Source: an optimization exercise on an open RTL-to-GDS flow (aim: small area and a short achievable clock period). Production flows keep margins and buffers that such runs may drop.
RTL that was checked went through simulation tests only; none was proved equivalent to the original.
The RTL of runs 2 to 4 was laid out without a check of its function.
Power figures rest on the tool's default switching activity, not on a simulated workload.

### flow/config.mk
export PLATFORM = sky130hd
export DESIGN_NAME = LOG2_FIXED_POINT
export DESIGN_NICKNAME = LOG2_FIXED_POINT
export VERILOG_FILES = /design/flow/design.v
export SDC_FILE = /design/flow/constraint.sdc
export NUM_CORES = 4
export LEC_CHECK = 0
export CAP_MARGIN = 20
export CORE_MARGIN = 2
export CORE_UTILIZATION = 40
export SLEW_MARGIN = 20
### flow/constraint.sdc
create_clock -name core_clock -period 4.0 [get_ports {i_CLK}]
set_input_delay 0.8000 -clock core_clock [delete_from_list [all_inputs] [get_ports {i_CLK}]]
set_output_delay 0.8000 -clock core_clock [all_outputs]
set_load 0.01 [all_outputs]
### flow/design.v
`timescale 1 ns / 1 ns
module CLZ_STAGE0
          (i_WORD,
           i_RESULT,
           o_WORD,
           o_RESULT);
  input   [1:0] i_WORD;   
  input   [7:0] i_RESULT;   
  output  o_WORD;   
  output  [7:0] o_RESULT;   
  wire HighPart_out1;   
  wire Logical_Operator_out1;
  wire LowPart_out1;   
  wire Multiport_Switch_out1;   
  wire [7:0] Bit_Set_out1;   
  wire [7:0] Multiport_Switch1_out1;   
  assign HighPart_out1 = i_WORD[1];
  assign Logical_Operator_out1 =  ~ HighPart_out1;
  assign LowPart_out1 = i_WORD[0];
  assign Multiport_Switch_out1 = (Logical_Operator_out1 == 1'b0 ? HighPart_out1 :
              LowPart_out1);
  assign o_WORD = Multiport_Switch_out1;
  assign Bit_Set_out1 = i_RESULT | 8'b00000001;
  assign Multiport_Switch1_out1 = (Logical_Operator_out1 == 1'b0 ? i_RESULT :
              Bit_Set_out1);
  assign o_RESULT = Multiport_Switch1_out1;
endmodule   
`timescale 1 ns / 1 ns
module CLZ_STAGE1
          (i_WORD,
           i_RESULT,
           o_WORD,
           o_RESULT);
  input   [3:0] i_WORD;   
  input   [7:0] i_RESULT;   
  output  [1:0] o_WORD;   
  output  [7:0] o_RESULT;   
  wire [1:0] HighPart_out1;   
  wire Bit_Reduce_out1;   
  wire Logical_Operator_out1;
  wire [1:0] LowPart_out1;   
  wire [1:0] Multiport_Switch_out1;   
  wire [7:0] Bit_Set_out1;   
  wire [7:0] Multiport_Switch1_out1;   
  assign HighPart_out1 = i_WORD[3:2];
  assign Bit_Reduce_out1 = (|HighPart_out1[1:0]);
  assign Logical_Operator_out1 =  ~ Bit_Reduce_out1;
  assign LowPart_out1 = i_WORD[1:0];
  assign Multiport_Switch_out1 = (Logical_Operator_out1 == 1'b0 ? HighPart_out1 :
              LowPart_out1);
  assign o_WORD = Multiport_Switch_out1;
  assign Bit_Set_out1 = i_RESULT | 8'b00000010;
  assign Multiport_Switch1_out1 = (Logical_Operator_out1 == 1'b0 ? i_RESULT :
              Bit_Set_out1);
  assign o_RESULT = Multiport_Switch1_out1;
endmodule   
`timescale 1 ns / 1 ns
module CLZ_STAGE2
          (i_WORD,
           i_RESULT,
           o_WORD,
           o_RESULT);
  input   [7:0] i_WORD;   
  input   [7:0] i_RESULT;   
  output  [3:0] o_WORD;   
  output  [7:0] o_RESULT;   
  wire [3:0] HighPart_out1;   
  wire Bit_Reduce_out1;   
  wire Logical_Operator_out1;
  wire [3:0] LowPart_out1;   
  wire [3:0] Multiport_Switch_out1;   
  wire [7:0] Bit_Set_out1;   
  wire [7:0] Multiport_Switch1_out1;   
  assign HighPart_out1 = i_WORD[7:4];
  assign Bit_Reduce_out1 = (|HighPart_out1[3:0]);
  assign Logical_Operator_out1 =  ~ Bit_Reduce_out1;
  assign LowPart_out1 = i_WORD[3:0];
  assign Multiport_Switch_out1 = (Logical_Operator_out1 == 1'b0 ? HighPart_out1 :
              LowPart_out1);
  assign o_WORD = Multiport_Switch_out1;
  assign Bit_Set_out1 = i_RESULT | 8'b00000100;
  assign Multiport_Switch1_out1 = (Logical_Operator_out1 == 1'b0 ? i_RESULT :
              Bit_Set_out1);
  assign o_RESULT = Multiport_Switch1_out1;
endmodule   
`timescale 1 ns / 1 ns
module CLZ_STAGE3
          (i_WORD,
           i_RESULT,
           o_WORD,
           o_RESULT);
  input   [15:0] i_WORD;   
  input   [7:0] i_RESULT;   
  output  [7:0] o_WORD;   
  output  [7:0] o_RESULT;   
  wire [7:0] HighPart_out1;   
  wire Bit_Reduce_out1;   
  wire Logical_Operator_out1;
  wire [7:0] LowPart_out1;   
  wire [7:0] Multiport_Switch_out1;   
  wire [7:0] Bit_Set_out1;   
  wire [7:0] Multiport_Switch1_out1;   
  assign HighPart_out1 = i_WORD[15:8];
  assign Bit_Reduce_out1 = (|HighPart_out1[7:0]);
  assign Logical_Operator_out1 =  ~ Bit_Reduce_out1;
  assign LowPart_out1 = i_WORD[7:0];
  assign Multiport_Switch_out1 = (Logical_Operator_out1 == 1'b0 ? HighPart_out1 :
              LowPart_out1);
  assign o_WORD = Multiport_Switch_out1;
  assign Bit_Set_out1 = i_RESULT | 8'b00001000;
  assign Multiport_Switch1_out1 = (Logical_Operator_out1 == 1'b0 ? i_RESULT :
              Bit_Set_out1);
  assign o_RESULT = Multiport_Switch1_out1;
endmodule   
`timescale 1 ns / 1 ns
module CLZ_STAGE4
          (i_WORD,
           i_RESULT,
           o_WORD,
           o_RESULT);
  input   [31:0] i_WORD;   
  input   [7:0] i_RESULT;   
  output  [15:0] o_WORD;   
  output  [7:0] o_RESULT;   
  wire [15:0] HighPart_out1;   
  wire Bit_Reduce_out1;   
  wire Logical_Operator_out1;
  wire [15:0] LowPart_out1;   
  wire [15:0] Multiport_Switch_out1;   
  wire [7:0] Bit_Set_out1;   
  wire [7:0] Multiport_Switch1_out1;   
  assign HighPart_out1 = i_WORD[31:16];
  assign Bit_Reduce_out1 = (|HighPart_out1[15:0]);
  assign Logical_Operator_out1 =  ~ Bit_Reduce_out1;
  assign LowPart_out1 = i_WORD[15:0];
  assign Multiport_Switch_out1 = (Logical_Operator_out1 == 1'b0 ? HighPart_out1 :
              LowPart_out1);
  assign o_WORD = Multiport_Switch_out1;
  assign Bit_Set_out1 = i_RESULT | 8'b00010000;
  assign Multiport_Switch1_out1 = (Logical_Operator_out1 == 1'b0 ? i_RESULT :
              Bit_Set_out1);
  assign o_RESULT = Multiport_Switch1_out1;
endmodule   
`timescale 1 ns / 1 ns
module CLZ_STAGE5
          (i_WORD,
           i_RESULT,
           o_WORD,
           o_RESULT);
  input   [63:0] i_WORD;   
  input   [7:0] i_RESULT;   
  output  [31:0] o_WORD;   
  output  [7:0] o_RESULT;   
  wire [31:0] HighPart_out1;   
  wire Bit_Reduce_out1;   
  wire Logical_Operator_out1;
  wire [31:0] LowPart_out1;   
  wire [31:0] Multiport_Switch_out1;   
  wire [7:0] Bit_Set_out1;   
  wire [7:0] Multiport_Switch1_out1;   
  assign HighPart_out1 = i_WORD[63:32];
  assign Bit_Reduce_out1 = (|HighPart_out1[31:0]);
  assign Logical_Operator_out1 =  ~ Bit_Reduce_out1;
  assign LowPart_out1 = i_WORD[31:0];
  assign Multiport_Switch_out1 = (Logical_Operator_out1 == 1'b0 ? HighPart_out1 :
              LowPart_out1);
  assign o_WORD = Multiport_Switch_out1;
  assign Bit_Set_out1 = i_RESULT | 8'b00100000;
  assign Multiport_Switch1_out1 = (Logical_Operator_out1 == 1'b0 ? i_RESULT :
              Bit_Set_out1);
  assign o_RESULT = Multiport_Switch1_out1;
endmodule   
`timescale 1 ns / 1 ns
module CLZ_STAGE6
          (i_WORD,
           i_RESULT,
           o_WORD,
           o_RESULT);
  input   [127:0] i_WORD;   
  input   [7:0] i_RESULT;   
  output  [63:0] o_WORD;   
  output  [7:0] o_RESULT;   
  wire [63:0] HighPart_out1;   
  wire Bit_Reduce_out1;   
  wire Logical_Operator_out1;
  wire [63:0] LowPart_out1;   
  wire [63:0] Multiport_Switch_out1;   
  wire [7:0] Bit_Set_out1;   
  wire [7:0] Multiport_Switch1_out1;   
  assign HighPart_out1 = i_WORD[127:64];
  assign Bit_Reduce_out1 = (|HighPart_out1[63:0]);
  assign Logical_Operator_out1 =  ~ Bit_Reduce_out1;
  assign LowPart_out1 = i_WORD[63:0];
  assign Multiport_Switch_out1 = (Logical_Operator_out1 == 1'b0 ? HighPart_out1 :
              LowPart_out1);
  assign o_WORD = Multiport_Switch_out1;
  assign Bit_Set_out1 = i_RESULT | 8'b01000000;
  assign Multiport_Switch1_out1 = (Logical_Operator_out1 == 1'b0 ? i_RESULT :
              Bit_Set_out1);
  assign o_RESULT = Multiport_Switch1_out1;
endmodule   
`timescale 1 ns / 1 ns
module CLZ
          (i_CLK,
           i_RSTn,
           enb,
           i_VALID_1,
           i_DATA,
           o_VALID,
           o_CLZ,
           o_DATA);
  input   i_CLK;
  input   i_RSTn;
  input   enb;
  input   i_VALID_1;
  input   [127:0] i_DATA;   
  output  o_VALID;
  output  [7:0] o_CLZ;   
  output  [127:0] o_DATA;   
  reg  [0:7] Delay_reg;   
  wire [0:7] Delay_reg_next;   
  wire Delay_out1;
  reg [15:0] i_DATA_1;   
  wire [7:0] Constant_out1;   
  wire [63:0] CLZ_STAGE6_out1;   
  wire [7:0] CLZ_STAGE6_out2;   
  reg [63:0] Delay2_out1;   
  reg [7:0] Delay3_out1;   
  wire [31:0] CLZ_STAGE5_out1;   
  wire [7:0] CLZ_STAGE5_out2;   
  reg [31:0] Delay4_out1;   
  reg [7:0] Delay5_out1;   
  wire [15:0] CLZ_STAGE4_out1;   
  wire [7:0] CLZ_STAGE4_out2;   
  reg [15:0] Delay6_out1;   
  reg [7:0] Delay7_out1;   
  wire [7:0] CLZ_STAGE3_out1;   
  wire [7:0] CLZ_STAGE3_out2;   
  reg [7:0] Delay8_out1;   
  reg [7:0] Delay9_out1;   
  wire [3:0] CLZ_STAGE2_out1;   
  wire [7:0] CLZ_STAGE2_out2;   
  reg [3:0] Delay10_out1;   
  reg [7:0] Delay11_out1;   
  wire [1:0] CLZ_STAGE1_out1;   
  wire [7:0] CLZ_STAGE1_out2;   
  reg [1:0] Delay12_out1;   
  reg [7:0] Delay13_out1;   
  wire CLZ_STAGE0_out1;   
  wire [7:0] CLZ_STAGE0_out2;   
  wire Logical_Operator_out1;
  wire [7:0] Add_1;   
  wire [7:0] Add_out1;   
  reg [7:0] Delay14_out1;   
  reg [15:0] reduced_reg [0:6];   
  wire [15:0] reduced_reg_next [0:6];   
  wire [127:0] i_DATA_2;   
  always @(posedge i_CLK or negedge i_RSTn)
    begin : Delay_process
      if (i_RSTn == 1'b0) begin
        Delay_reg[0] <= 1'b0;
        Delay_reg[1] <= 1'b0;
        Delay_reg[2] <= 1'b0;
        Delay_reg[3] <= 1'b0;
        Delay_reg[4] <= 1'b0;
        Delay_reg[5] <= 1'b0;
        Delay_reg[6] <= 1'b0;
        Delay_reg[7] <= 1'b0;
      end
      else begin
        if (enb) begin
          Delay_reg[0] <= Delay_reg_next[0];
          Delay_reg[1] <= Delay_reg_next[1];
          Delay_reg[2] <= Delay_reg_next[2];
          Delay_reg[3] <= Delay_reg_next[3];
          Delay_reg[4] <= Delay_reg_next[4];
          Delay_reg[5] <= Delay_reg_next[5];
          Delay_reg[6] <= Delay_reg_next[6];
          Delay_reg[7] <= Delay_reg_next[7];
        end
      end
    end
  assign Delay_out1 = Delay_reg[7];
  assign Delay_reg_next[0] = i_VALID_1;
  assign Delay_reg_next[1] = Delay_reg[0];
  assign Delay_reg_next[2] = Delay_reg[1];
  assign Delay_reg_next[3] = Delay_reg[2];
  assign Delay_reg_next[4] = Delay_reg[3];
  assign Delay_reg_next[5] = Delay_reg[4];
  assign Delay_reg_next[6] = Delay_reg[5];
  assign Delay_reg_next[7] = Delay_reg[6];
  assign o_VALID = Delay_out1;
  always @(posedge i_CLK or negedge i_RSTn)
    begin : reduced_process
      if (i_RSTn == 1'b0) begin
        i_DATA_1 <= 16'h0000;
      end
      else begin
        if (enb) begin
          i_DATA_1 <= i_DATA[15:0];
        end
      end
    end
  assign Constant_out1 = 8'b00000000;
  CLZ_STAGE6 u_CLZ_STAGE6 (.i_WORD({112'b0, i_DATA_1}),   
                           .i_RESULT(Constant_out1),   
                           .o_WORD(CLZ_STAGE6_out1),   
                           .o_RESULT(CLZ_STAGE6_out2)   
                           );
  always @(posedge i_CLK or negedge i_RSTn)
    begin : Delay2_process
      if (i_RSTn == 1'b0) begin
        Delay2_out1 <= 64'h0000000000000000;
      end
      else begin
        if (enb) begin
          Delay2_out1 <= CLZ_STAGE6_out1;
        end
      end
    end
  always @(posedge i_CLK or negedge i_RSTn)
    begin : Delay3_process
      if (i_RSTn == 1'b0) begin
        Delay3_out1 <= 8'b00000000;
      end
      else begin
        if (enb) begin
          Delay3_out1 <= CLZ_STAGE6_out2;
        end
      end
    end
  CLZ_STAGE5 u_CLZ_STAGE5 (.i_WORD(Delay2_out1),   
                           .i_RESULT(Delay3_out1),   
                           .o_WORD(CLZ_STAGE5_out1),   
                           .o_RESULT(CLZ_STAGE5_out2)   
                           );
  always @(posedge i_CLK or negedge i_RSTn)
    begin : Delay4_process
      if (i_RSTn == 1'b0) begin
        Delay4_out1 <= 32'b00000000000000000000000000000000;
      end
      else begin
        if (enb) begin
          Delay4_out1 <= CLZ_STAGE5_out1;
        end
      end
    end
  always @(posedge i_CLK or negedge i_RSTn)
    begin : Delay5_process
      if (i_RSTn == 1'b0) begin
        Delay5_out1 <= 8'b00000000;
      end
      else begin
        if (enb) begin
          Delay5_out1 <= CLZ_STAGE5_out2;
        end
      end
    end
  CLZ_STAGE4 u_CLZ_STAGE4 (.i_WORD(Delay4_out1),   
                           .i_RESULT(Delay5_out1),   
                           .o_WORD(CLZ_STAGE4_out1),   
                           .o_RESULT(CLZ_STAGE4_out2)   
                           );
  always @(posedge i_CLK or negedge i_RSTn)
    begin : Delay6_process
      if (i_RSTn == 1'b0) begin
        Delay6_out1 <= 16'b0000000000000000;
      end
      else begin
        if (enb) begin
          Delay6_out1 <= CLZ_STAGE4_out1;
        end
      end
    end
  always @(posedge i_CLK or negedge i_RSTn)
    begin : Delay7_process
      if (i_RSTn == 1'b0) begin
        Delay7_out1 <= 8'b00000000;
      end
      else begin
        if (enb) begin
          Delay7_out1 <= CLZ_STAGE4_out2;
        end
      end
    end
  CLZ_STAGE3 u_CLZ_STAGE3 (.i_WORD(Delay6_out1),   
                           .i_RESULT(Delay7_out1),   
                           .o_WORD(CLZ_STAGE3_out1),   
                           .o_RESULT(CLZ_STAGE3_out2)   
                           );
  always @(posedge i_CLK or negedge i_RSTn)
    begin : Delay8_process
      if (i_RSTn == 1'b0) begin
        Delay8_out1 <= 8'b00000000;
      end
      else begin
        if (enb) begin
          Delay8_out1 <= CLZ_STAGE3_out1;
        end
      end
    end
  always @(posedge i_CLK or negedge i_RSTn)
    begin : Delay9_process
      if (i_RSTn == 1'b0) begin
        Delay9_out1 <= 8'b00000000;
      end
      else begin
        if (enb) begin
          Delay9_out1 <= CLZ_STAGE3_out2;
        end
      end
    end
  CLZ_STAGE2 u_CLZ_STAGE2 (.i_WORD(Delay8_out1),   
                           .i_RESULT(Delay9_out1),   
                           .o_WORD(CLZ_STAGE2_out1),   
                           .o_RESULT(CLZ_STAGE2_out2)   
                           );
  always @(posedge i_CLK or negedge i_RSTn)
    begin : Delay10_process
      if (i_RSTn == 1'b0) begin
        Delay10_out1 <= 4'b0000;
      end
      else begin
        if (enb) begin
          Delay10_out1 <= CLZ_STAGE2_out1;
        end
      end
    end
  always @(posedge i_CLK or negedge i_RSTn)
    begin : Delay11_process
      if (i_RSTn == 1'b0) begin
        Delay11_out1 <= 8'b00000000;
      end
      else begin
        if (enb) begin
          Delay11_out1 <= CLZ_STAGE2_out2;
        end
      end
    end
  CLZ_STAGE1 u_CLZ_STAGE1 (.i_WORD(Delay10_out1),   
                           .i_RESULT(Delay11_out1),   
                           .o_WORD(CLZ_STAGE1_out1),   
                           .o_RESULT(CLZ_STAGE1_out2)   
                           );
  always @(posedge i_CLK or negedge i_RSTn)
    begin : Delay12_process
      if (i_RSTn == 1'b0) begin
        Delay12_out1 <= 2'b00;
      end
      else begin
        if (enb) begin
          Delay12_out1 <= CLZ_STAGE1_out1;
        end
      end
    end
  always @(posedge i_CLK or negedge i_RSTn)
    begin : Delay13_process
      if (i_RSTn == 1'b0) begin
        Delay13_out1 <= 8'b00000000;
      end
      else begin
        if (enb) begin
          Delay13_out1 <= CLZ_STAGE1_out2;
        end
      end
    end
  CLZ_STAGE0 u_CLZ_STAGE0 (.i_WORD(Delay12_out1),   
                           .i_RESULT(Delay13_out1),   
                           .o_WORD(CLZ_STAGE0_out1),   
                           .o_RESULT(CLZ_STAGE0_out2)   
                           );
  assign Logical_Operator_out1 =  ~ CLZ_STAGE0_out1;
  assign Add_1 = {7'b0, Logical_Operator_out1};
  assign Add_out1 = Add_1 + CLZ_STAGE0_out2;
  always @(posedge i_CLK or negedge i_RSTn)
    begin : Delay14_process
      if (i_RSTn == 1'b0) begin
        Delay14_out1 <= 8'b00000000;
      end
      else begin
        if (enb) begin
          Delay14_out1 <= Add_out1;
        end
      end
    end
  assign o_CLZ = Delay14_out1;
  always @(posedge i_CLK or negedge i_RSTn)
    begin : reduced_1_process
      if (i_RSTn == 1'b0) begin
        reduced_reg[0] <= 16'h0000;
        reduced_reg[1] <= 16'h0000;
        reduced_reg[2] <= 16'h0000;
        reduced_reg[3] <= 16'h0000;
        reduced_reg[4] <= 16'h0000;
        reduced_reg[5] <= 16'h0000;
        reduced_reg[6] <= 16'h0000;
      end
      else begin
        if (enb) begin
          reduced_reg[0] <= reduced_reg_next[0];
          reduced_reg[1] <= reduced_reg_next[1];
          reduced_reg[2] <= reduced_reg_next[2];
          reduced_reg[3] <= reduced_reg_next[3];
          reduced_reg[4] <= reduced_reg_next[4];
          reduced_reg[5] <= reduced_reg_next[5];
          reduced_reg[6] <= reduced_reg_next[6];
        end
      end
    end
  assign i_DATA_2 = {112'b0, reduced_reg[6]};
  assign reduced_reg_next[0] = i_DATA_1;
  assign reduced_reg_next[1] = reduced_reg[0];
  assign reduced_reg_next[2] = reduced_reg[1];
  assign reduced_reg_next[3] = reduced_reg[2];
  assign reduced_reg_next[4] = reduced_reg[3];
  assign reduced_reg_next[5] = reduced_reg[4];
  assign reduced_reg_next[6] = reduced_reg[5];
  assign o_DATA = i_DATA_2;
endmodule   
`timescale 1 ns / 1 ns
module Log2Table
          (i_CLK,
           enb,
           In1,
           Out1);
  input   i_CLK;
  input   enb;
  input   [4:0] In1;   
  output  [9:0] Out1;   
  wire [4:0] alpha1_D_Lookup_Table_k;   
  wire [9:0] alpha1_D_Lookup_Table_1 [0:31];   
  wire [9:0] alpha1_D_Lookup_Table_out1;   
  reg [9:0] alpha1_D_Lookup_Table_out1_1;   
  assign alpha1_D_Lookup_Table_1[0] = 10'b0000000000;
  assign alpha1_D_Lookup_Table_1[1] = 10'b0000101101;
  assign alpha1_D_Lookup_Table_1[2] = 10'b0001011010;
  assign alpha1_D_Lookup_Table_1[3] = 10'b0010000100;
  assign alpha1_D_Lookup_Table_1[4] = 10'b0010101110;
  assign alpha1_D_Lookup_Table_1[5] = 10'b0011010110;
  assign alpha1_D_Lookup_Table_1[6] = 10'b0011111110;
  assign alpha1_D_Lookup_Table_1[7] = 10'b0100100100;
  assign alpha1_D_Lookup_Table_1[8] = 10'b0101001010;
  assign alpha1_D_Lookup_Table_1[9] = 10'b0101101110;
  assign alpha1_D_Lookup_Table_1[10] = 10'b0110010010;
  assign alpha1_D_Lookup_Table_1[11] = 10'b0110110100;
  assign alpha1_D_Lookup_Table_1[12] = 10'b0111010110;
  assign alpha1_D_Lookup_Table_1[13] = 10'b0111111000;
  assign alpha1_D_Lookup_Table_1[14] = 10'b1000011000;
  assign alpha1_D_Lookup_Table_1[15] = 10'b1000111000;
  assign alpha1_D_Lookup_Table_1[16] = 10'b1001010111;
  assign alpha1_D_Lookup_Table_1[17] = 10'b1001110101;
  assign alpha1_D_Lookup_Table_1[18] = 10'b1010010011;
  assign alpha1_D_Lookup_Table_1[19] = 10'b1010110001;
  assign alpha1_D_Lookup_Table_1[20] = 10'b1011001101;
  assign alpha1_D_Lookup_Table_1[21] = 10'b1011101001;
  assign alpha1_D_Lookup_Table_1[22] = 10'b1100000101;
  assign alpha1_D_Lookup_Table_1[23] = 10'b1100100000;
  assign alpha1_D_Lookup_Table_1[24] = 10'b1100111011;
  assign alpha1_D_Lookup_Table_1[25] = 10'b1101010101;
  assign alpha1_D_Lookup_Table_1[26] = 10'b1101101111;
  assign alpha1_D_Lookup_Table_1[27] = 10'b1110001000;
  assign alpha1_D_Lookup_Table_1[28] = 10'b1110100001;
  assign alpha1_D_Lookup_Table_1[29] = 10'b1110111001;
  assign alpha1_D_Lookup_Table_1[30] = 10'b1111010001;
  assign alpha1_D_Lookup_Table_1[31] = 10'b1111101001;
  assign alpha1_D_Lookup_Table_k = (In1 == 5'b00000 ? 5'b00000 :
              (In1 == 5'b11111 ? 5'b11111 :
              In1));
  assign alpha1_D_Lookup_Table_out1 = alpha1_D_Lookup_Table_1[alpha1_D_Lookup_Table_k];
  always @(posedge i_CLK)
    begin : PipelineRegister_process
      if (enb) begin
        alpha1_D_Lookup_Table_out1_1 <= alpha1_D_Lookup_Table_out1;
      end
    end
  assign Out1 = alpha1_D_Lookup_Table_out1_1;
endmodule   
`timescale 1 ns / 1 ns
module LOG2_FIXED_POINT
          (i_CLK,
           i_RSTn,
           i_VALID,
           i_DATA_VALID,
           i_DATA,
           o_VALID,
           o_LOG2_VALID,
           o_LOG2);
  input   i_CLK;
  input   i_RSTn;
  input   i_VALID;
  input   i_DATA_VALID;
  input   [15:0] i_DATA;   
  output  o_VALID;
  output  o_LOG2_VALID;
  output  signed [18:0] o_LOG2;   
  wire enb;
  wire [15:0] UintCast_out1;   
  wire [127:0] Data_Type_Conversion_out1;   
  wire CLZ_out1;
  wire [7:0] CLZ_out2;   
  wire [127:0] CLZ_out3;   
  reg  [0:1] delayMatch1_reg;   
  wire [0:1] delayMatch1_reg_next;   
  wire Delay_out1;
  wire [7:0] Constant_out1;   
  wire signed [8:0] Subtract_1;   
  wire signed [8:0] Subtract_2;   
  wire signed [8:0] Subtract_out1;   
  reg signed [8:0] Subtract_out1_1;   
  wire [127:0] Shift_Arithmetic_out1;   
  wire [127:0] Bit_Shift_out1;   
  wire [4:0] Data_Type_Conversion2_out1;   
  wire [9:0] Log2Table_out1;   
  wire signed [18:0] Add_add_cast;   
  wire signed [18:0] Add_add_cast_1;   
  wire signed [18:0] Add_out1;   
  wire signed [18:0] Data_Type_Conversion1_out1;   
  reg signed [18:0] Delay1_out1;   
  assign UintCast_out1 = i_DATA;
  assign Data_Type_Conversion_out1 = {112'b0, UintCast_out1};
  CLZ u_CLZ (.i_CLK(i_CLK),
             .i_RSTn(i_RSTn),
             .enb(i_VALID),
             .i_VALID_1(i_DATA_VALID),
             .i_DATA(Data_Type_Conversion_out1),   
             .o_VALID(CLZ_out1),
             .o_CLZ(CLZ_out2),   
             .o_DATA(CLZ_out3)   
             );
  assign enb = i_VALID;
  always @(posedge i_CLK or negedge i_RSTn)
    begin : delayMatch1_process
      if (i_RSTn == 1'b0) begin
        delayMatch1_reg[0] <= 1'b0;
        delayMatch1_reg[1] <= 1'b0;
      end
      else begin
        if (enb) begin
          delayMatch1_reg[0] <= delayMatch1_reg_next[0];
          delayMatch1_reg[1] <= delayMatch1_reg_next[1];
        end
      end
    end
  assign Delay_out1 = delayMatch1_reg[1];
  assign delayMatch1_reg_next[0] = CLZ_out1;
  assign delayMatch1_reg_next[1] = delayMatch1_reg[0];
  assign o_LOG2_VALID = Delay_out1;
  assign Constant_out1 = 8'b01111000;
  assign Subtract_1 = {1'b0, Constant_out1};
  assign Subtract_2 = {1'b0, CLZ_out2};
  assign Subtract_out1 = Subtract_1 - Subtract_2;
  always @(posedge i_CLK or negedge i_RSTn)
    begin : delayMatch_process
      if (i_RSTn == 1'b0) begin
        Subtract_out1_1 <= 9'sb000000000;
      end
      else begin
        if (enb) begin
          Subtract_out1_1 <= Subtract_out1;
        end
      end
    end
  assign Shift_Arithmetic_out1 = CLZ_out3 <<< CLZ_out2;
  assign Bit_Shift_out1 = Shift_Arithmetic_out1 >> 8'd122;
  assign Data_Type_Conversion2_out1 = Bit_Shift_out1[4:0];
  Log2Table u_Log2Table (.i_CLK(i_CLK),
                         .enb(i_VALID),
                         .In1(Data_Type_Conversion2_out1),   
                         .Out1(Log2Table_out1)   
                         );
  assign Add_add_cast = {Subtract_out1_1, 10'b0000000000};
  assign Add_add_cast_1 = {9'b0, Log2Table_out1};
  assign Add_out1 = Add_add_cast + Add_add_cast_1;
  assign Data_Type_Conversion1_out1 = Add_out1;
  always @(posedge i_CLK or negedge i_RSTn)
    begin : Delay1_process
      if (i_RSTn == 1'b0) begin
        Delay1_out1 <= 19'sb0000000000000000000;
      end
      else begin
        if (enb) begin
          Delay1_out1 <= Data_Type_Conversion1_out1;
        end
      end
    end
  assign o_LOG2 = Delay1_out1;
  assign o_VALID = i_VALID;
endmodule   
### flow/run.sh
#!/bin/bash
# synth_recipe.tcl (not shown) runs the flow's synth.tcl, then flattens the netlist and writes it again
# the make line also repeats each setting of config.mk as NAME=value (left out here)
make -C /OpenROAD-flow-scripts/flow DESIGN_CONFIG=/design/flow/config.mk WORK_HOME=/design/flow/orfs CLKGATE_MAP_FILE= SYNTH_SCRIPT=/design/flow/synth_recipe.tcl finish
==> results of run 1 <==
[per-stage QoR]
step / std cells / hold slack (ns)
2_1_floorplan: 650 / 0.431
3_3_place_gp: 942 / 0.447
3_5_place_dp: 942 / 0.458
4_1_cts: 985 / 0.318
5_1_grt: 985 / 0.338
6_report: 985 / 0.306
[critical path, cell delays in order, from the launching register on]
cell and delay [ns]:
dfrtp_1 0.86, mux4_2 0.62, a22oi_2 0.28, o211a_1 0.53
nor4_1 0.14, a2111oi_1 0.38, a211oi_1 0.09
[placed cells by master (no fill, tap or decap), types with 8 or more instances in the layout]
cell type / netlist / routed
edfxtp_1: 10 / 10
clkbuf_16: 0 / 24
a21o_1: 10 / 10
and2_1: 12 / 12
o21ai_0: 11 / 11
dfrtp_1: 200 / 200
a221o_1: 12 / 12
inv_1: 8 / 8
mux4_2: 8 / 8
nand2_1: 14 / 14
nor2_1: 20 / 20
xnor2_1: 8 / 8
mux2_2: 163 / 163
clkdlybuf4s50_1: 0 / 38
a21oi_1: 16 / 16
[kinds of logic (layout without fill, tap and decap cells)]
logic type,count (synthesis),after routing
adder cells (fa/ha/maj),2,2
flip-flops,210,210
AND/OR/NAND/NOR,95,95
AO/OA/AOI/OAI,105,105
multiplexers,178,178
buffers and inverters,49,99
XOR/XNOR,11,11
[area by class of cell]
| type | count | area [um^2] | area share |
|---|---|---|---|
| clock buffer | 34 | 698 | 0.0653 |
| clock inverter | 9 | 131 | 0.0123 |
| inverter | 8 | 30.0 | 0.00281 |
| multi-input combinational | 391 | 3690 | 0.345 |
| sequential | 210 | 5310 | 0.496 |
| tap | 285 | 357 | 0.0334 |
| timing repair buffer | 48 | 478 | 0.0447 |
[power by group]
group / leakage (nW) / internal [mW] / switching [mW]
Clock: 0.409 / 1.36 / 0.868
Combinational: 1.55 / 1.05 / 0.917
Sequential: 2.48 / 2.75 / 0.444
[worst max path at each step]
stage / endpoint / slack, ns / cells past startpoint
3_3_place_gp: u_Log2Table.alpha1_D_Lookup_Table_out1_1[4] / 0.82 / 6
5_1_grt: u_Log2Table.alpha1_D_Lookup_Table_out1_1[4] / 0.56 / 6
4_1_cts: u_Log2Table.alpha1_D_Lookup_Table_out1_1[4] / 0.81 / 6
3_5_place_dp: u_Log2Table.alpha1_D_Lookup_Table_out1_1[4] / 0.83 / 6
2_1_floorplan: u_Log2Table.alpha1_D_Lookup_Table_out1_1[4] / 1.59 / 8
6_report: u_Log2Table.alpha1_D_Lookup_Table_out1_1[6] / 0.82 / 6
[metal layers]
metal  GRT usage  share of wire  wire, um  vias to the layer above
met5           0              0         0                        -
li1            -              -         -                     2478
met4      0.0467          0.028       491                        0
met3      0.0233          0.031       543                       37
met1       0.191           0.45      7850                     2710
met2       0.256           0.49      8660                      107
==> summary.txt, run 1 <==
Clock tree
  – Total CTS buffers: 24
  – CTS tree: built
  – Clock latency (worst-skew pair): 0.53 ns
  – Hold Buf Count CTS: 0
  – Reg clk slew, reported paths: 0.06 ns
  – Post-CTS Repair Setup Buffers: 0
  – CTS Sinks: 210
  – Maximum root-to-sink buffer count: 3
  – H-tree levels: 1
  – Root buffer cell: clkbuf_16
  – Post_cts resized: 0

Placement
  – Placer congestion estimate: 0.777
  – Post-place instance area: 9860 um^2
  – Post-DP HPWL: 11600 um
  – # port buffers: 40
  – Pre-CTS setup slack: 0.828 ns

Logic synthesis
  – Syn Area/Cell: 14.2 um^2
  – Yosys top cell area share: 0.542
  – Post-Synthesis Cell Area: 9240 um^2
  – Syn Inst Count: 650
  – Synth cell count leaders: dfrtp_1 (200), mux2_2 (163), clkbuf_1 (27), nor2_1 (20), a21oi_1 (16)
  – Mux contribution to synthesized area: 0.229
  – Simple-gate share of the synthesized area: 0.0597
  – Ys Warns: 4
  – Ys async rst share: 0.952
  – Post-synthesis net count: 672
  – Top-count cell post-synth: dfrtp_1
  – Ys flop type: dfrtp_1
  – Post-Synth XOR/XNOR Area: 0.0104
  – Adder-Cell Fraction of Synth Area: 0.00271
  – Seq cells post-synth: 210
  – Compound-cell area share of the yosys netlist: 0.0972
  – EDFF count, synth: 10
  – Synth area leader: dfrtp_1
  – Main combinational cell family by area after synthesis: multiplexers
  – Register area share after synthesis: 0.574
  – Synth top area cells: dfrtp_1 (54%), mux2_2 (20%), edfxtp_1 (3.2%)
  – Yosys cell types: 81

Worst setup path
  – Critical path class: flop to flop
  – CP max FO: 20
  – R2R Setup Slk: 0.82 ns
  – CP Launch Point: u_CLZ.Delay14_out1[0]
  – R2R cell count: 6
  – Crit path arrival time: 3.43 ns
  – Setup crit end kind: flop
  – Worst r2r src: u_CLZ.Delay14_out1[0]
  – Worst setup SP type: flop
  – CP required: 4.25 ns
  – R2R Path End: u_Log2Table.alpha1_D_Lookup_Table_out1_1[6]

Run
  – Max_cap viols: 0

Die
  – Die area: 24300 um^2
  – Die extent in y: 156 um
  – Core Area: 22600 um^2
  – Io pins: 41
  – Die W: 156 um
  – Initial Util: 0.408
  – Num rows: 55

Finish
  – Final instance area: 10700 um^2
  – Max reg flops: 112
  – Final net count: 705
  – Area grow syn2layout: 15.7%
  – Diode count: 0
  – Util after Layout: 0.472
  – Share of cells above drive strength 1: 0.347
  – # fillers: 1956

STA
  – Slew Limit Headroom: 0.334
  – Final period utilization: 0.794
  – Final hold vios: 0
  – Crit path time final: 3.18 ns
  – FMAX: 315 MHz
  – Slew Limit Fails: 0
  – Setup-failing EPs final: 0
  – Worst-margin pin slew: 0.999 ns
  – Final setup TNS: 0 ns
  – Final WS setup: 0.823 ns
  – RSZ-0062 raised after global routing: false
  – Max Clock Skew: 0.0192 ns

Global route
  – Initial antenna violation count: 0
  – First-pass GRT wire length: 29400 um
  – Largest net degree at the start of global routing: 92
  – All-Layer GR Usage: 0.148
  – Vias in the first global route: 5491
  – Total gr overflow: 0

Status
  – Outcome: timing/DRC/antenna clean

Drt
  – Via count: 5332
  – Drt first pass iters: 5
  – Drc violations: 0
  – DR iter-0 viols: 307
  – WL per Instance: 17.8 um
  – WL final: 17600 um
  – Post-route ant nets: 0
  – DR vias/cell: 5.41

Power and ir drop
  – LEAKAGE: 4.43 nW
  – Worst vdd ir: 383 uV
  – Total Power: 7.38 mW
  – PD cells: 690 nW/um^2

Hold path
  – Hold crit path type: input port to asynchronous set/reset pin
==> run 2: changes to the inputs <==
==> flow/design.v (replaced) <==
module LOG2_FIXED_POINT
          (i_CLK,
           i_RSTn,
           i_VALID,
           i_DATA_VALID,
           i_DATA,
           o_VALID,
           o_LOG2_VALID,
           o_LOG2);
  input   i_CLK;
  input   i_RSTn;
  input   i_VALID;
  input   i_DATA_VALID;
  input   [15:0] i_DATA;   
  output  o_VALID;
  output  o_LOG2_VALID;
  output  signed [18:0] o_LOG2;   
  wire [15:0] x  = i_DATA;
  wire        s8 = ~|x[15:8];
  wire [15:3] y1 = s8 ? {x[7:0], 5'b0} : x[15:3];
  wire        s4 = ~|y1[15:12];
  wire [15:7] y2 = s4 ? y1[11:3] : y1[15:7];
  wire        s2 = ~|y2[15:14];
  wire [15:9] y3 = s2 ? y2[13:7] : y2[15:9];
  reg  [15:9] r_y3;    
  reg  [3:1]  r_p;     
  reg         r_vld;   
  always @(posedge i_CLK or negedge i_RSTn)
    if (!i_RSTn)
      r_vld <= 1'b0;
    else if (i_VALID)
      r_vld <= i_DATA_VALID;
  always @(posedge i_CLK)
    if (i_VALID) begin
      r_y3 <= y3;
      r_p  <= {~s8, ~s4, ~s2};
    end
  wire        s1   = ~r_y3[15];
  wire [4:0]  m    = s1 ? r_y3[13:9] : r_y3[14:10];
  wire        zero = s1 & ~r_y3[14];
  wire [3:0]  p    = {r_p, r_y3[15]};
  reg  [9:0]  t;
  always @* begin
    case (m)
      5'd0:  t = 10'd0;    5'd1:  t = 10'd45;   5'd2:  t = 10'd90;   5'd3:  t = 10'd132;
      5'd4:  t = 10'd174;  5'd5:  t = 10'd214;  5'd6:  t = 10'd254;  5'd7:  t = 10'd292;
      5'd8:  t = 10'd330;  5'd9:  t = 10'd366;  5'd10: t = 10'd402;  5'd11: t = 10'd436;
      5'd12: t = 10'd470;  5'd13: t = 10'd504;  5'd14: t = 10'd536;  5'd15: t = 10'd568;
      5'd16: t = 10'd599;  5'd17: t = 10'd629;  5'd18: t = 10'd659;  5'd19: t = 10'd689;
      5'd20: t = 10'd717;  5'd21: t = 10'd745;  5'd22: t = 10'd773;  5'd23: t = 10'd800;
      5'd24: t = 10'd827;  5'd25: t = 10'd853;  5'd26: t = 10'd879;  5'd27: t = 10'd904;
      5'd28: t = 10'd929;  5'd29: t = 10'd953;  5'd30: t = 10'd977;  default: t = 10'd1001;
    endcase
  end
  wire [4:0] ip = zero ? 5'b11000 : {1'b0, p} - 5'd7;
  assign o_LOG2       = {{4{ip[4]}}, ip, t};
  assign o_LOG2_VALID = r_vld;
  assign o_VALID      = i_VALID;
endmodule   
==> flow/flow/run.sh (new file) <==
#!/bin/bash
# Own layout flow: synthesis with an area-oriented ABC script, then the standard flow's
# standard ORFS layout from that netlist, with minimum-size port buffers.
set -euo pipefail
here=$(pwd)
YOSYS=$FLOW_HOME/../tools/install/yosys/bin/yosys
LIB=$FLOW_HOME/platforms/sky130hd/lib/sky130_fd_sc_hd__tt_025C_1v80.lib
DU="-dont_use *probe* -dont_use *lpflow* -dont_use *clkdly* -dont_use *dlygate* -dont_use *dlymetal*"
mkdir -p syn
cat > syn/synth.ys <<EOS
read_liberty -lib $LIB
read_verilog -defer $FLOW_DESIGN
hierarchy -check -top $FLOW_TOP
synth -flatten -nofsm -noshare -top $FLOW_TOP
opt -purge
dfflibmap -liberty $LIB $DU
opt
abc -script $here/flow/area.abc -liberty $LIB $DU
setundef -zero
splitnets
opt_clean -purge
hilomap -singleton -hicell sky130_fd_sc_hd__conb_1 HI -locell sky130_fd_sc_hd__conb_1 LO
insbuf -buf sky130_fd_sc_hd__buf_1 A X
rename -hide w:*\$func\$*
check -assert -mapped
tee -o $here/syn/stat.txt stat -liberty $LIB
write_verilog -noattr -nohex -nodec $here/syn/netlist.v
EOS
$YOSYS -l syn/yosys.log -q syn/synth.ys > /dev/null
bash standard.sh SYNTH_NETLIST_FILES=$here/syn/netlist.v \
  "BUFFER_PORTS_ARGS=-buffer_cell sky130_fd_sc_hd__buf_1" \
  ${FLOW_EXTRA:-} finish > standard.log 2>&1
==> flow/flow/area.abc (new file) <==
strash
&get -n
&deepsyn -T 60
&put
dch -f
map -a
topo
==> flow/standard.sh (new file) <==
#!/bin/bash
# synth_recipe.tcl (not shown) runs the flow's synth.tcl, then flattens the netlist and writes it again
# the make line also repeats each setting of config.mk as NAME=value (left out here)
make -C /OpenROAD-flow-scripts/flow DESIGN_CONFIG=/design/flow/config.mk WORK_HOME=/design/flow/orfs CLKGATE_MAP_FILE= SYNTH_SCRIPT=/design/flow/synth_recipe.tcl "${@:-finish}"
--- a/flow/config.mk
+++ b/flow/config.mk
@@ -9,3 +9,3 @@
 export CORE_MARGIN = 2
-export CORE_UTILIZATION = 40
+export CORE_UTILIZATION = 20
 export SLEW_MARGIN = 20
removed: flow/run.sh
==> summary.txt, run 2 <==
Global route
  – Initial antenna violation count: 0 (unchanged)
  – First-pass GRT wire length: 3910 um (-87%)
  – Vias in the first global route: 981 (-82%)
  – Largest net degree at the start of global routing: 13 (-86%)
  – All-Layer GR Usage: 0.0913 (-0.0565)
  – Total gr overflow: 0 (unchanged)

Clock tree
  – Total CTS buffers: 3 (-88%)
  – CTS tree: built
  – Clock latency (worst-skew pair): 0.23 ns (-0.30 ns)
  – Root buffer cell: clkbuf_8
  – Reg clk slew, reported paths: 0.05 ns (about the same)
  – H-tree levels: 1 (unchanged)
  – Maximum root-to-sink buffer count: 2 (-1)
  – CTS Sinks: 11 (-95%)
  – Post-CTS Repair Setup Buffers: 0 (unchanged)

Finish
  – Area grow syn2layout: 27.9%
  – Most frequent cells in the layout: buf_1 (40), clkinv_1 (26), nand2_1 (26), nor2_1 (23), a21oi_1 (22)
  – Final net count: 212 (-70%)
  – Most common cell after layout, fill and taps aside: buf_1
  – Final instance area: 1220 um^2 (-89%)
  – Share of cells above drive strength 1: 0.0471 (-0.300)
  – Diode count: 0 (unchanged)
  – Util after Layout: 0.262 (-0.210)

STA
  – Setup-failing EPs final: 0 (unchanged)
  – Crit path time final: 3.55 ns (+0.372 ns)
  – Worst-margin pin slew: 0.385 ns (-0.614 ns)
  – RSZ-0062 raised after global routing: false
  – FMAX: 282 MHz (-10%)
  – Final setup TNS: 0 ns (unchanged)
  – Slew Limit Fails: 0 (unchanged)
  – Max Clock Skew: 0 ns (-0.0192 ns)
  – Slew Limit Headroom: 0.741 (+0.407)
  – Final hold vios: 0 (unchanged)
  – Final period utilization: 0.887 (+0.0930)

Drt
  – DR iter-0 viols: 47 (-85%)
  – Via count: 1085 (-80%)
  – WL per Instance: 9.30 um (-48%)
  – Drt first pass iters: 4 (-1)
  – Drc violations: 0 (unchanged)
  – DR vias/cell: 4.43 (-18%)
  – Post-route ant nets: 0 (unchanged)
  – WL final: 2280 um (-87%)

Worst setup path
  – Critical path class: flop to output pin
  – Most Frequent Cell on Critical Path: clkinv_1
  – Worst path bufs/invs: 4 (+4)
  – Worst setup SP type: flop
  – Crit path arrival time: 2.75 ns (-0.68 ns)
  – Worst path slowest cell: edfxtp_1
  – CP max stage delay: 0.51 ns (-0.35 ns)
  – CP max FO: 11 (-45%)
  – Cell family with most CP delay: simple AND/OR/NAND/NOR gates
  – Cell Chain, Critical Path: clkinv_1, nor2_1, a21oi_1, or2_2, nand2_1, clkinv_1, a21oi_1, clkinv_1, o21ai_1, nand2_1, xor2_1, buf_1
  – CP required: 3.20 ns (-1.05 ns)
  – Setup crit end kind: output pin

Die
  – Num rows: 25 (-55%)
  – Initial Util: 0.205 (-0.203)
  – Core Area: 4660 um^2 (-79%)
  – Die extent in y: 73.1 um (-53%)
  – Die area: 5350 um^2 (-78%)
  – Io pins: 41 (unchanged)
  – Die W: 73.1 um (-53%)

Run
  – Max_cap viols: 0 (unchanged)

Logic synthesis
  – Syn Area/Cell: 6.42 um^2 (-55%)
  – Ys Warns: 0 (-4)
  – Post-Synthesis Cell Area: 956 um^2 (-90%)
  – Syn Inst Count: 149 (-77%)
  – Post-synthesis net count: 169 (-75%)

Power and ir drop
  – Worst vdd ir: 73.7 uV (-81%)
  – LEAKAGE: 0.441 nW (-90%)
  – PD cells: 362 nW/um^2 (-48%)

Placement
  – Placer congestion estimate: 0.828 (+6.6%)
  – # port buffers: 40 (unchanged)
  – Post-DP HPWL: 1970 um (-83%)
  – Post-place instance area: 1180 um^2 (-88%)

Hold path
  – Hold crit path type: input port to asynchronous set/reset pin

Status
  – Outcome: timing/DRC/antenna clean
==> run 2: changes by cell type in the layout (fill, tap and decap cells not counted), sizes merged, moves of 8 or more <==
cell           delta
clkbuf           -31
inv              -11
buf              +34
a211oi            -9
clkinv           +22
clkdlybuf4s50    -38
a221o            -12
dfrtp           -199
and2             -15
nand2            +11
mux2            -164
a21o             -10
mux4             -10
xnor2             -8
==> run 2: area by class of cell <==
type	count	area, um^2
Timing Repair Buffer	43	173
Sequential cell	11	325
Clock buffer	4	45.0
Fill cell	512	3440
Tap cell	54	67.6
Inverter	26	97.6
Multi-Input combinational cell	107	514
==> run 2: report_power, final <==
part / internal (mW) / total (mW) / leakage (nW) / switching [mW]
sequential: 0.138 / 0.146 / 0.110 / 0.00755
combinational: 0.0659 / 0.190 / 0.308 / 0.124
clock: 0.0695 / 0.106 / 0.0228 / 0.0368
total: 0.274 / 0.442 / 0.441 / 0.168
==> run 2: worst paths after layout <==
check | end | slack, ns | start | cells after the start
max reg2reg | flop | 3.26 | flop | 1
max | o_LOG2[8] | 0.45 | flop | 12
max in group asynchronous | asynchronous set/reset pin | 3.58 | i_RSTn | 1
min | asynchronous set/reset pin | 0.32 | i_RSTn | 1
min reg2reg | flop | 0.51 | flop | 1
min in group core_clock | flop | 0.51 | flop | 1
==> run 2: repair_timing <==
item,4_1_cts,5_1_grt
hold endpoints to repair,0,0
setup endpoints to repair,0,1
hold buffers,0,0
resized for setup,0,1
==> run 2: per-stage QoR <==
step	power (mW)	cells	worst slack (ns)	hold WS, ns
after detailed placement	0.338	241	0.596	0.501
final	0.442	245	0.451	0.321
after CTS	0.447	245	0.329	0.316
after floorplan	0.275	149	1.04	0.504
after global routing	0.482	245	0.0670	0.320
after global placement	0.337	241	0.566	0.489
==> run 2: routing by layer <==
layer  share of wire  wire length, um  global-route usage  vias up
met1            0.44              997               0.118      471
met5               0                0                   0        -
met4           0.015               34              0.0494        0
met2            0.50             1130               0.152       36
met3           0.051              116             0.00414        2
li1                -                -                   -      576
==> run 3: changes to the inputs <==
--- a/flow/design.v
+++ b/flow/design.v
@@ -17,11 +17,17 @@
   output  signed [18:0] o_LOG2;   
-  wire [15:0] x  = i_DATA;
-  wire        s8 = ~|x[15:8];
-  wire [15:3] y1 = s8 ? {x[7:0], 5'b0} : x[15:3];
-  wire        s4 = ~|y1[15:12];
-  wire [15:7] y2 = s4 ? y1[11:3] : y1[15:7];
-  wire        s2 = ~|y2[15:14];
-  wire [15:9] y3 = s2 ? y2[13:7] : y2[15:9];
-  reg  [15:9] r_y3;    
-  reg  [3:1]  r_p;     
+  wire [15:0] x = i_DATA;
+  wire        p3 = |x[15:8];
+  wire [7:0]  h  = p3 ? x[15:8] : x[7:0];      
+  wire        p2 = |h[7:4];
+  wire [3:0]  q  = p2 ? h[7:4] : h[3:0];       
+  wire        p1 = |q[3:2];
+  wire        p0 = p1 ? q[3] : q[1];
+  wire        zero = ~p3 & ~p2 & ~p1 & ~p0 & ~q[0];
+  wire [15:3] y1 = p3 ? x[15:3] : {x[7:0], 5'b0};
+  wire [15:7] y2 = p2 ? y1[15:7] : y1[11:3];
+  wire [14:9] y3 = p1 ? y2[14:9] : y2[12:7];
+  wire [4:0]  m  = p0 ? y3[14:10] : y3[13:9];
+  wire [4:0]  ip = zero ? 5'b11000 : {1'b0, p3, p2, p1, p0} - 5'd7;
+  reg  [4:0]  r_m;     
+  reg  [4:0]  r_ip;    
   reg         r_vld;   
@@ -34,12 +40,8 @@
     if (i_VALID) begin
-      r_y3 <= y3;
-      r_p  <= {~s8, ~s4, ~s2};
+      r_m  <= m;
+      r_ip <= ip;
     end
-  wire        s1   = ~r_y3[15];
-  wire [4:0]  m    = s1 ? r_y3[13:9] : r_y3[14:10];
-  wire        zero = s1 & ~r_y3[14];
-  wire [3:0]  p    = {r_p, r_y3[15]};
   reg  [9:0]  t;
   always @* begin
-    case (m)
+    case (r_m)
       5'd0:  t = 10'd0;    5'd1:  t = 10'd45;   5'd2:  t = 10'd90;   5'd3:  t = 10'd132;
@@ -54,4 +56,3 @@
   end
-  wire [4:0] ip = zero ? 5'b11000 : {1'b0, p} - 5'd7;
-  assign o_LOG2       = {{4{ip[4]}}, ip, t};
+  assign o_LOG2       = {{4{r_ip[4]}}, r_ip, t};
   assign o_LOG2_VALID = r_vld;
--- a/flow/config.mk
+++ b/flow/config.mk
@@ -10,2 +10,3 @@
 export CORE_UTILIZATION = 20
+export CTS_BUF_LIST = sky130_fd_sc_hd__clkbuf_2 sky130_fd_sc_hd__clkbuf_4
 export SLEW_MARGIN = 20
==> summary.txt, run 3 <==
Status
  – Outcome: timing/DRC/antenna clean

Clock tree
  – Total CTS buffers: 3 (unchanged)
  – Root buffer cell: clkbuf_4
  – Post_cts resized: 0 (unchanged)
  – Clock latency (worst-skew pair): 0.31 ns (+0.08 ns)
  – Reg clk slew, reported paths: 0.12 ns (+0.07 ns)
  – H-tree levels: 1 (unchanged)
  – Post-CTS Repair Setup Buffers: 0 (unchanged)
  – CTS Sinks: 21 (+10)
  – Hold Buf Count CTS: 0 (unchanged)
  – CTS tree: built
  – Maximum root-to-sink buffer count: 2 (unchanged)

STA
  – Max Clock Skew: 0.0113 ns (+0.0113 ns)
  – Worst-margin pin slew: 0.533 ns (+0.149 ns)
  – Final period utilization: 0.891 (+0.00317)
  – Final WS setup: 0.438 ns (-0.0127 ns)
  – Setup-failing EPs final: 0 (unchanged)
  – Crit path time final: 3.56 ns (+0.0127 ns)
  – Slew Limit Headroom: 0.644 (-0.0969)
  – Final setup TNS: 0 ns (unchanged)
  – FMAX: 281 MHz (-0.36%)
  – Slew Limit Fails: 0 (unchanged)
  – Final hold vios: 0 (unchanged)

Power and ir drop
  – Comb pwr share: 0.352 (-0.078)
  – Sequential power share: 0.472 (+0.142)
  – Total Power: 0.584 mW (+32%)
  – Psw: 0.198 mW (+17%)
  – PD cells: 364 nW/um^2 (+0.79%)
  – Worst vdd ir: 126 uV (+70%)
  – Internal Power: 0.386 mW (+41%)
  – Switching share of power: 0.339 (-0.0423)
  – Clock share of power: 0.176 (-0.065)
  – LEAKAGE: 0.592 nW (+34%)

Logic synthesis
  – Syn Inst Count: 164 (+10%)
  – Ys Warns: 0 (unchanged)
  – Post-Synthesis Cell Area: 1180 um^2 (+24%)
  – Post-synthesis net count: 184 (+8.9%)
  – Syn Area/Cell: 7.22 um^2 (+12%)

Finish
  – Most frequent cells in the layout: buf_1 (40), nor2_1 (26), clkinv_1 (26), nand2_1 (25), buf_4 (18)
  – Util after Layout: 0.276 (+0.0133)
  – Most common cell after layout, fill and taps aside: buf_1
  – Final instance area: 1600 um^2 (+31%)
  – Share of cells above drive strength 1: 0.154 (+0.107)
  – Final net count: 242 (+14%)
  – Diode count: 0 (unchanged)
  – Area grow syn2layout: 35.4%

Die
  – Io pins: 41 (unchanged)
  – Die area: 6550 um^2 (+22%)
  – Die W: 80.9 um (+11%)
  – Num rows: 28 (+12%)
  – Initial Util: 0.204 (-0.00157)
  – Die extent in y: 80.9 um (+11%)
  – Core Area: 5820 um^2 (+25%)

Worst setup path
  – Worst setup SP type: input port
  – Critical path class: input port to flop
  – CP required: 4.21 ns (+1.01 ns)
  – Setup crit end kind: flop
  – CP max FO: 7 (-4)
  – Crit path arrival time: 3.77 ns (+1.02 ns)

Drt
  – Drc violations: 0 (unchanged)
  – Via count: 1199 (+11%)
  – Post-route ant nets: 0 (unchanged)
  – WL final: 2660 um (+16%)
  – Drt first pass iters: 4 (unchanged)
  – DR vias/cell: 4.05 (-8.5%)
  – DR iter-0 viols: 49 (+4.3%)
  – WL per Instance: 8.97 um (-3.6%)

Global route
  – Initial antenna violation count: 0 (unchanged)
  – All-Layer GR Usage: 0.0871 (-0.00425)
  – First-pass GRT wire length: 4590 um (+17%)
  – Vias in the first global route: 1069 (+9.0%)
  – Total gr overflow: 0 (unchanged)
  – Largest net degree at the start of global routing: 13 (unchanged)

Placement
  – Post-place instance area: 1560 um^2 (+32%)
  – Placer congestion estimate: 0.923 (+11%)
  – # port buffers: 40 (unchanged)
  – Post-DP HPWL: 2250 um (+14%)
  – Pre-CTS setup slack: -0.0790 ns (-0.675 ns)

Run
  – Max_cap viols: 0 (unchanged)

Hold path
  – Hold crit path type: input port to asynchronous set/reset pin
-- run 3: changes by cell type in the layout (fill, tap and decap cells not counted), moves of 3 or more --
| cell | before | now |
|---|---|---|
| clkbuf_4 | 0 | 3 |
| a211oi_1 | 0 | 5 |
| a21oi_1 | 22 | 14 |
| nor2_2 | 0 | 3 |
| clkbuf_8 | 3 | 0 |
| nor2_1 | 23 | 26 |
| o21ai_1 | 1 | 4 |
| buf_4 | 3 | 18 |
| o21ai_0 | 15 | 12 |
| dfxtp_1 | 0 | 10 |
-- run 3: power by group through the flow --
stage               sequential, mW  combinational [mW]  clock, mW
floorplan                    0.300              0.0988          0
global placement             0.281               0.203          0
detailed placement           0.281               0.204          0
CTS                          0.276               0.205      0.111
global route                 0.280               0.236      0.121
finish                       0.275               0.206      0.103
-- run 3: per-stage QoR --
step / hold slack, ns / std cells
6_report: 0.226 / 296
3_5_place_dp: 0.502 / 292
5_1_grt: 0.195 / 296
3_3_place_gp: 0.489 / 292
2_1_floorplan: 0.504 / 164
4_1_cts: 0.210 / 296
-- run 3: final timing paths --
| kind | start | to | slack [ns] | cells past startpoint |
|---|---|---|---|---|
| setup reg to reg | flop | flop | 2.12 | 10 |
| max in group asynchronous | i_RSTn | asynchronous set/reset pin | 3.68 | 1 |
| setup / recovery | i_DATA[15] | flop | 0.44 | 20 |
| min in group core_clock | flop | flop | 0.52 | 1 |
| hold reg to reg | flop | flop | 0.52 | 1 |
| hold / removal | i_RSTn | asynchronous set/reset pin | 0.23 | 1 |
-- run 3: routing by layer --
metal / track usage / share of wire / up-vias
met3: 0.0167 / 0.054 / 4
met5: 0 / 0 / -
li1: - / - / 657
met2: 0.145 / 0.46 / 27
met4: 0.0254 / 0.012 / 0
met1: 0.115 / 0.47 / 511
-- run 3: worst max-delay path, cell delays in order --
cell and delay (ns):
buf_1 0.14, nor3_1 0.08, nand3_1 0.12, clkinv_1 0.21, a21oi_1 0.27, o21ai_1 0.14
nor2_2 0.23, mux2i_1 0.26, nand2_1 0.07, nand2_1 0.07, nand2_1 0.06, o21ai_1 0.23
clkinv_1 0.17, nor2_1 0.15, nor2_1 0.09, nor2_1 0.19, nor3_2 0.07, nor2_1 0.15
xor2_1 0.20, a21oi_1 0.09
-- run 3: area by class of cell --
type	count	area, um^2
clock buffer	3	22.5
timing repair buffer	58	285
tap	75	93.8
clock inverter	1	5.00
fill	676	4210
multi-input combinational	110	564
inverter	28	106
sequential	21	526
==> run 4: changes to the inputs <==
==> flow/design.v (replaced) <==
module LOG2_FIXED_POINT
          (i_CLK,
           i_RSTn,
           i_VALID,
           i_DATA_VALID,
           i_DATA,
           o_VALID,
           o_LOG2_VALID,
           o_LOG2);
  input   i_CLK;
  input   i_RSTn;
  input   i_VALID;
  input   i_DATA_VALID;
  input   [15:0] i_DATA;   
  output  o_VALID;
  output  o_LOG2_VALID;
  output  signed [18:0] o_LOG2;   
  wire [15:0] x = i_DATA;
  wire        p3 = |x[15:8];
  wire [15:3] y1 = p3 ? x[15:3] : {x[7:0], 5'b0};
  wire        p2 = |y1[15:12];
  wire [15:7] y2 = p2 ? y1[15:7] : y1[11:3];
  wire        p1 = |y2[15:14];
  wire [15:9] y3 = p1 ? y2[15:9] : y2[13:7];
  wire        p0 = y3[15];
  wire [4:0]  m  = p0 ? y3[14:10] : y3[13:9];
  wire        zero = ~p0 & ~y3[14];
  wire [4:0]  ip = zero ? 5'b11000 : {1'b0, p3, p2, p1, p0} - 5'd7;
  reg  [4:0]  r_m;     
  reg  [4:0]  r_ip;    
  reg         r_vld;   
  always @(posedge i_CLK or negedge i_RSTn)
    if (!i_RSTn)
      r_vld <= 1'b0;
    else if (i_VALID)
      r_vld <= i_DATA_VALID;
  always @(posedge i_CLK)
    if (i_VALID) begin
      r_m  <= m;
      r_ip <= ip;
    end
  localparam [31:0] TBIT0 = 32'hf77f0002;
  localparam [31:0] TBIT1 = 32'h05051774;
  localparam [31:0] TBIT2 = 32'h06531afa;
  localparam [31:0] TBIT3 = 32'had30e356;
  localparam [31:0] TBIT4 = 32'h630ffc64;
  localparam [31:0] TBIT5 = 32'hb5aaaad2;
  localparam [31:0] TBIT6 = 32'hc6333364;
  localparam [31:0] TBIT7 = 32'hf83c3c78;
  localparam [31:0] TBIT8 = 32'hffc03f80;
  localparam [31:0] TBIT9 = 32'hffffc000;
  wire [9:0] t = {TBIT9[r_m], TBIT8[r_m], TBIT7[r_m], TBIT6[r_m], TBIT5[r_m],
                  TBIT4[r_m], TBIT3[r_m], TBIT2[r_m], TBIT1[r_m], TBIT0[r_m]};
  assign o_LOG2       = {{4{r_ip[4]}}, r_ip, t};
  assign o_LOG2_VALID = r_vld;
  assign o_VALID      = i_VALID;
endmodule   
==> flow/flow/area.abc (replaced) <==
strash; &get -n; &deepsyn -T 30; &put; dch -f; map -D 1600; topo; buffer -p; upsize -D 1600; dnsize -D 1600; topo
--- a/flow/config.mk
+++ b/flow/config.mk
@@ -10,3 +10,2 @@
 export CORE_UTILIZATION = 20
-export CTS_BUF_LIST = sky130_fd_sc_hd__clkbuf_2 sky130_fd_sc_hd__clkbuf_4
 export SLEW_MARGIN = 20
==> summary.txt, run 4 <==
Drt
  – WL final: 2340 um (-12%)
  – Drc violations: 0 (unchanged)
  – Drt first pass iters: 4 (unchanged)
  – WL per Instance: 10.3 um (+15%)
  – DR vias/cell: 4.51 (+11%)
  – DR iter-0 viols: 32 (-35%)
  – Post-route ant nets: 0 (unchanged)
  – Via count: 1019 (-15%)

STA
  – Final hold vios: 0 (unchanged)
  – Max Clock Skew: 0 ns (-0.0113 ns)
  – RSZ-0062 raised after global routing: false
  – Crit path time final: 3.18 ns (-0.384 ns)
  – Final setup TNS: 0 ns (unchanged)
  – Slew Limit Headroom: 0.576 (-0.0688)
  – Worst-margin pin slew: 0.637 ns (+0.103 ns)
  – Slew Limit Fails: 0 (unchanged)
  – FMAX: 315 MHz (+12%)
  – Final period utilization: 0.795 (-0.0959)
  – Setup-failing EPs final: 0 (unchanged)

Die
  – Die W: 72.8 um (-10%)
  – Die extent in y: 72.8 um (-10%)
  – Die area: 5300 um^2 (-19%)
  – Initial Util: 0.205 (+0.00107)
  – Core Area: 4630 um^2 (-20%)
  – Io pins: 41 (unchanged)
  – Num rows: 25 (-11%)

Finish
  – Area grow syn2layout: 24.6%
  – Final instance area: 1180 um^2 (-26%)
  – Final net count: 193 (-20%)
  – Most frequent cells in the layout: buf_1 (40), nor2_1 (23), a21oi_1 (22), inv_1 (20), nand2_1 (13)
  – Most common cell after layout, fill and taps aside: buf_1
  – Diode count: 0 (unchanged)
  – Non-filler cells, final: 226 (-24%)
  – # fillers: 534 (-21%)
  – Share of cells above drive strength 1: 0.0814 (-0.0725)

Global route
  – All-Layer GR Usage: 0.0939 (+0.00686)
  – Total gr overflow: 0 (unchanged)
  – Largest net degree at the start of global routing: 13 (unchanged)
  – First-pass GRT wire length: 3930 um (-14%)
  – Vias in the first global route: 928 (-13%)
  – Initial antenna violation count: 0 (unchanged)

Logic synthesis
  – Post-synthesis net count: 154 (-16%)
  – Syn Inst Count: 134 (-18%)
  – Post-Synthesis Cell Area: 947 um^2 (-20%)
  – Syn Area/Cell: 7.07 um^2 (-2.1%)
  – Ys Warns: 0 (unchanged)

Placement
  – # port buffers: 40 (unchanged)
  – Post-DP HPWL: 1950 um (-13%)
  – Placed insts: 222 (-24%)
  – Post-place instance area: 1130 um^2 (-27%)
  – Placer congestion estimate: 0.840 (-8.9%)

Worst setup path
  – Cell family with most CP delay: simple AND/OR/NAND/NOR gates
  – Worst path slowest cell: edfxtp_1
  – Setup crit end kind: output pin
  – Cell Chain, Critical Path: inv_1, nor2_1, nor2_1, nand2_1, nor2_1, inv_1, nand2_1, inv_1, nand2_1, nor2_1, o21ai_0, nand3_1, o221a_2, buf_1
  – CP max FO: 6 (-1)
  – CP required: 3.20 ns (-1.01 ns)
  – R2R Setup Slk: 3.26 ns (+1.14 ns)
  – Worst path bufs/invs: 4 (+1)
  – CP max stage delay: 0.46 ns (+0.19 ns)
  – Most Frequent Cell on Critical Path: nor2_1
  – Crit path arrival time: 2.38 ns (-1.39 ns)
  – Critical path class: flop to output pin
  – R2R cell count: 1 (-9)
  – Worst setup SP type: flop

Power and ir drop
  – PD cells: 348 nW/um^2 (-4.4%)
  – Worst vdd ir: 68.3 uV (-46%)
  – LEAKAGE: 0.471 nW (-20%)

Clock tree
  – Post_cts resized: 0 (unchanged)
  – Reg clk slew, reported paths: 0.05 ns (-0.07 ns)
  – Root buffer cell: clkbuf_8
  – Clock latency (worst-skew pair): 0.24 ns (-0.07 ns)
  – Post-CTS Repair Setup Buffers: 0 (unchanged)
  – Maximum root-to-sink buffer count: 2 (unchanged)
  – CTS Sinks: 11 (-48%)
  – Hold Buf Count CTS: 0 (unchanged)
  – Total CTS buffers: 3 (unchanged)
  – CTS tree: built
  – H-tree levels: 1 (unchanged)

Hold path
  – Hold crit path type: input port to asynchronous set/reset pin

Status
  – Outcome: timing/DRC/antenna clean

Run
  – Max_cap viols: 0 (unchanged)
[run 4: worst max-delay path by stage]
stage / slack, ns / cells after the start / endpoint / startpoint
2_1_floorplan: 1.31 / 13 / o_LOG2[1] / flop
6_report: 0.82 / 14 / o_LOG2[1] / flop
3_5_place_dp: 0.97 / 12 / flop / i_DATA[12]
4_1_cts: 0.84 / 14 / o_LOG2[1] / flop
5_1_grt: 0.48 / 14 / o_LOG2[1] / flop
3_3_place_gp: 0.95 / 12 / flop / i_DATA[8]
[run 4: layer usage]
layer / wire length [um] / track usage / vias up
li1: - / - / 536
met1: 1050 / 0.112 / 443
met2: 1110 / 0.159 / 34
met3: 107 / 0.00967 / 6
met4: 69 / 0.0638 / 0
met5: 0 / 0 / -
[run 4: power breakdown]
part | total [mW] | switching, mW | internal (mW)
Sequential | 0.150 | 0.0106 | 0.140
Clock | 0.112 | 0.0422 | 0.0700
Combinational | 0.148 | 0.0970 | 0.0515
[run 4: per-stage QoR]
step                      power [mW]  hold WS (ns)  utilization  setup slack (ns)
final                          0.411         0.312        0.255             0.822
after global placement         0.300         0.490        0.245             0.953
after CTS                      0.414         0.311        0.255             0.844
after floorplan                0.251         0.504            -              1.31
after global routing           0.441         0.309        0.255             0.485
after detailed placement       0.301         0.501        0.245             0.971
[run 4: area by class of cell]
class | count | area (um^2) | share of cell area
multi-input combinational | 97 | 517 | 0.438
clock buffer | 4 | 45.0 | 0.0382
tap | 54 | 67.6 | 0.0573
inverter | 20 | 75.1 | 0.0636
sequential | 11 | 325 | 0.276
timing repair buffer | 40 | 150 | 0.127

-- static timing again, ports no longer ideal --
The flow's constraints put no driver on any port. The routed layouts listed below were extracted and timed again, unchanged, in two steps. Step 1, drivers: a clkbuf_16 drives i_CLK and a buf_2 each remaining input, both assumed. Step 2 also shifts input and output timing later by t, the mid clock arrival at the registers, as if the neighbouring blocks saw the same clock. Three values: ideal, step 1, step 2; two values: the first two.
run	t (ns)	setup slack, ns	hold slack, ns	worst setup path at the end
run 1	0.567	0.823 / 0.823 / 0.823	0.306 / 0.296 / 0.470	register to register
run 2	0.252	0.451 / 0.428 / 0.680	0.321 / 0.323 / 0.508	register to output
run 3	0.327	0.438 / 0.440 / 0.114	0.226 / 0.224 / 0.521	input to register
run 4	0.265	0.822 / 0.795 / 0.952	0.312 / 0.307 / 0.508	input to register
After both steps every run listed still meets setup and hold. The setup slack of run 3, which loses most, moves by +0.002 ns with the drivers and by -0.324 ns with both steps.
